From an optimization exercise on the open Yosys and OpenROAD flow, aimed at small area and a short achievable clock period; shortcuts taken in it are not production practice.
Where RTL was checked, it was by simulation tests only, not by an equivalence proof against the original.

## main
==> module montgomery_top, before the edit <==
module montgomery_top (
    input           clk     ,
    input           rst_n   ,
    input           en      ,
    input   [11:0]  a       ,
    input   [11:0]  b       ,
    output          busy    ,
    output          done    ,
    output  [11:0]  r
);
reg [4:0] vld;
always @(posedge clk) begin
    if (!rst_n) vld <= 5'd0;
    else        vld <= {vld[3:0], en};
end
assign done = vld[4];
assign busy = en | done;
reg [11:0] a0, b0;
always @(posedge clk) begin
    a0 <= a;
    b0 <= b;
end
montgomery_multiply u_mm (.clk(clk), .a0(a0), .b0(b0), .r(r));
endmodule
==> flow/config.mk <==
export PLATFORM = sky130hd
export DESIGN_NAME = montgomery_top
export DESIGN_NICKNAME = montgomery_top
export VERILOG_FILES = /design/flow/design.v
export SDC_FILE = /design/flow/constraint.sdc
export NUM_CORES = 4
export LEC_CHECK = 0
export ABC_CLOCK_PERIOD_IN_PS = 3500
export CAP_MARGIN = 20
export CORE_MARGIN = 2
export CORE_UTILIZATION = 65
export CTS_BUF_LIST = sky130_fd_sc_hd__clkbuf_8
export CTS_CLUSTER_SIZE = 40
export SETUP_SLACK_MARGIN = 4.6
export SLEW_MARGIN = 20
export SYNTH_HIERARCHICAL = 1
==> flow/constraint.sdc <==
create_clock -name core_clock -period 8.0 [get_ports {clk}]
set_input_delay 1.6000 -clock core_clock [delete_from_list [all_inputs] [get_ports {clk}]]
set_output_delay 1.6000 -clock core_clock [all_outputs]
set_load 0.01 [all_outputs]
standard.sh (not shown) runs the stock make flow with config.mk's settings and CLKGATE_MAP_FILE= SYNTH_SCRIPT=/design/flow/synth_recipe.tcl, a recipe that flattens the netlist after the stock synthesis.
==> flow/flow/run.sh <==
#!/bin/bash
# Standard layout, with the port buffers made from the smallest plain buffer, no
# dummy loads in the clock tree, and busy's OR rebuilt as nor2 + inv (busy.tcl).
set -euo pipefail
here=$(pwd)
bash standard.sh "BUFFER_PORTS_ARGS=-buffer_cell sky130_fd_sc_hd__buf_1" \
  "CTS_ARGS=-sink_clustering_enable -repair_clock_nets -dont_use_dummy_load -sink_clustering_size 40 -buf_list sky130_fd_sc_hd__clkbuf_8" \
  "PRE_GLOBAL_PLACE_TCL=$here/flow/busy.tcl" \
  finish > standard_flow.log 2>&1
==> flow/flow/busy.tcl <==
# Before global placement: rebuild busy = en | done as nor2 + inv, which is
# faster than an or2 on the input-to-output path. Same function.
set drv ""
foreach pin [get_pins -of_objects [get_nets busy]] {
  if {[get_property $pin direction] == "output"} { set drv $pin }
}
if {$drv != ""} {
  set inst [get_cells -of_objects $drv]
  set cell [get_property $inst ref_name]
  if {[string match "sky130_fd_sc_hd__or2_*" $cell]} {
    set name [get_property $inst name]
    set na [get_nets -of_objects [get_pins $name/A]]
    set nb [get_nets -of_objects [get_pins $name/B]]
    set ny [get_nets -of_objects [get_pins $name/X]]
    delete_instance $name
    set mid [make_net busy_nor_n]
    make_instance busy_nor sky130_fd_sc_hd__nor2_2
    make_instance busy_inv sky130_fd_sc_hd__inv_2
    connect_pin $na busy_nor/A
    connect_pin $nb busy_nor/B
    connect_pin $mid busy_nor/Y
    connect_pin $mid busy_inv/A
    connect_pin $ny busy_inv/Y
    foreach p {busy_nor/A busy_nor/B busy_nor/Y busy_inv/A busy_inv/Y} {
      if {[get_nets -quiet -of_objects [get_pins $p]] == ""} { error "busy.tcl: $p not connected" }
    }
    puts "busy.tcl: replaced $name ($cell) by nor2 + inv"
  }
}
Setup changes, main to the feature branch
--- a/flow/design.v
+++ b/flow/design.v
@@ -1570,16 +1570,11 @@
     output  [11:0]  r
 );
-reg [4:0] vld;
+reg [3:0] vld;
 always @(posedge clk) begin
-    if (!rst_n) vld <= 5'd0;
-    else        vld <= {vld[3:0], en};
+    if (!rst_n) vld <= 4'd0;
+    else        vld <= {vld[2:0], en};
 end
-assign done = vld[4];
+assign done = vld[3];
 assign busy = en | done;
-reg [11:0] a0, b0;
-always @(posedge clk) begin
-    a0 <= a;
-    b0 <= b;
-end
-montgomery_multiply u_mm (.clk(clk), .a0(a0), .b0(b0), .r(r));
+montgomery_multiply u_mm (.clk(clk), .a0(a), .b0(b), .r(r));
 endmodule
## What came out
Max shortest clock period the worst path allows after layout across the feature branch and main: the feature branch
Changes observed in the feature branch relative to main: starting DRC count in detailed routing saw an increase, sequential share of layout area saw a decrease, die height fell by 3.0%, synthesized cell count decreased about 3.7%.
Met2 global-route usage: the feature branch vs main up 2.0 points
For the feature branch, only the layout was checked, not whether the RTL still works.

---

Another version of the RTL of montgomery_top (not shown whole).
Size in the first run: roughly 730 cells after synthesis, roughly 140 flip-flops, ~41 I/O pins.
clock: 8.0 ns
lec_check: 0
abc_clock_period_in_ps: 3500
cap_margin: 20
core_margin: 2
core_utilization: 65
cts_buf_list: sky130_fd_sc_hd__clkbuf_8
cts_cluster_size: 40
setup_slack_margin: 4.4
slew_margin: 20
synth_hierarchical: 1
==> flow/flow/run.sh <==
#!/bin/bash
# Standard layout, with the port buffers made from the smallest plain buffer and
# no dummy loads in the clock tree.
set -euo pipefail
bash standard.sh "BUFFER_PORTS_ARGS=-buffer_cell sky130_fd_sc_hd__buf_1" \
  "CTS_ARGS=-sink_clustering_enable -repair_clock_nets -dont_use_dummy_load -sink_clustering_size 40 -buf_list sky130_fd_sc_hd__clkbuf_8" \
  finish > standard_flow.log 2>&1
Rerun with:
--- a/flow/design.v
+++ b/flow/design.v
@@ -1617,25 +1617,25 @@
     r4[2] <= w818;
     r4[3] <= w819;
     r4[4] <= w820;
     r4[5] <= w821;
     r4[6] <= w822;
     r4[7] <= w823;
     r4[8] <= w824;
     r4[9] <= w825;
     r4[10] <= w826;
     r4[11] <= w827;
     r4[12] <= w828;
 end
-assign r = r4[11:0] + ({12{r4[12]}} & 12'd3329);
+assign r = r4[12] ? r4[11:0] + 12'd3329 : r4[11:0];
 endmodule
 module montgomery_top (
     input           clk     ,
     input           rst_n   ,
     input           en      ,
     input   [11:0]  a       ,
     input   [11:0]  b       ,
     output          busy    ,
     output          done    ,
     output  [11:0]  r
 );
 reg [4:0] vld;
Outcome:
- The changed run passed the timing, DRC and antenna checks
- cell area decreases by 0.74%
- sequential cell count does not change
- global-route usage decreases by 0.29 points
- worst setup slack hardly moves
- hold slack is better by 14 ps
- die area increases by 0.52%
- area after synthesis increases by 0.55%
- cell count hardly moves
- clock-buffer cell count does not change
- core utilization decreases by 0.82 points
- routed wire length decreases by 1.6%
- via count decreases by 0.79%
- synthesized cell count increases by 0.55%
Function not checked in the first run of this note: the RTL went through the layout flow alone.

-- re-timing with driven ports --
No port has a modelled driver above. Below, the same layouts with a new extraction and two added sets of constraints.
Step 1: set_driving_cell puts a clkbuf_16 on clk and a buf_2 on each other input, an assumption about the parent block.
Step 2 also shifts input and output timing later by t, the mid clock arrival at the registers, as if the neighbouring blocks saw the same clock.
Slacks: ideal / step 1 / step 2; pairs: ideal / step 1.
| run | shift t [ns] | setup WS [ns] | worst slew at a driven data input, ns |
|---|---|---|---|
| main | 0.463 | 4.485 / 4.440 / 4.440 | 0.06 |
| the feature branch | 0.379 | 3.523 / 3.501 / 3.122 | 0.07 |
| the first run of note 2 | 0.464 | 4.403 / 4.382 / 4.382 | 0.04 |
| the second run of note 2 | 0.472 | 4.403 / 4.383 / 4.383 | 0.03 |
After both steps every run listed still meets setup and hold. For the feature branch, which loses most, drivers alone change the setup slack by -0.022 ns; drivers and shift together by -0.401 ns.
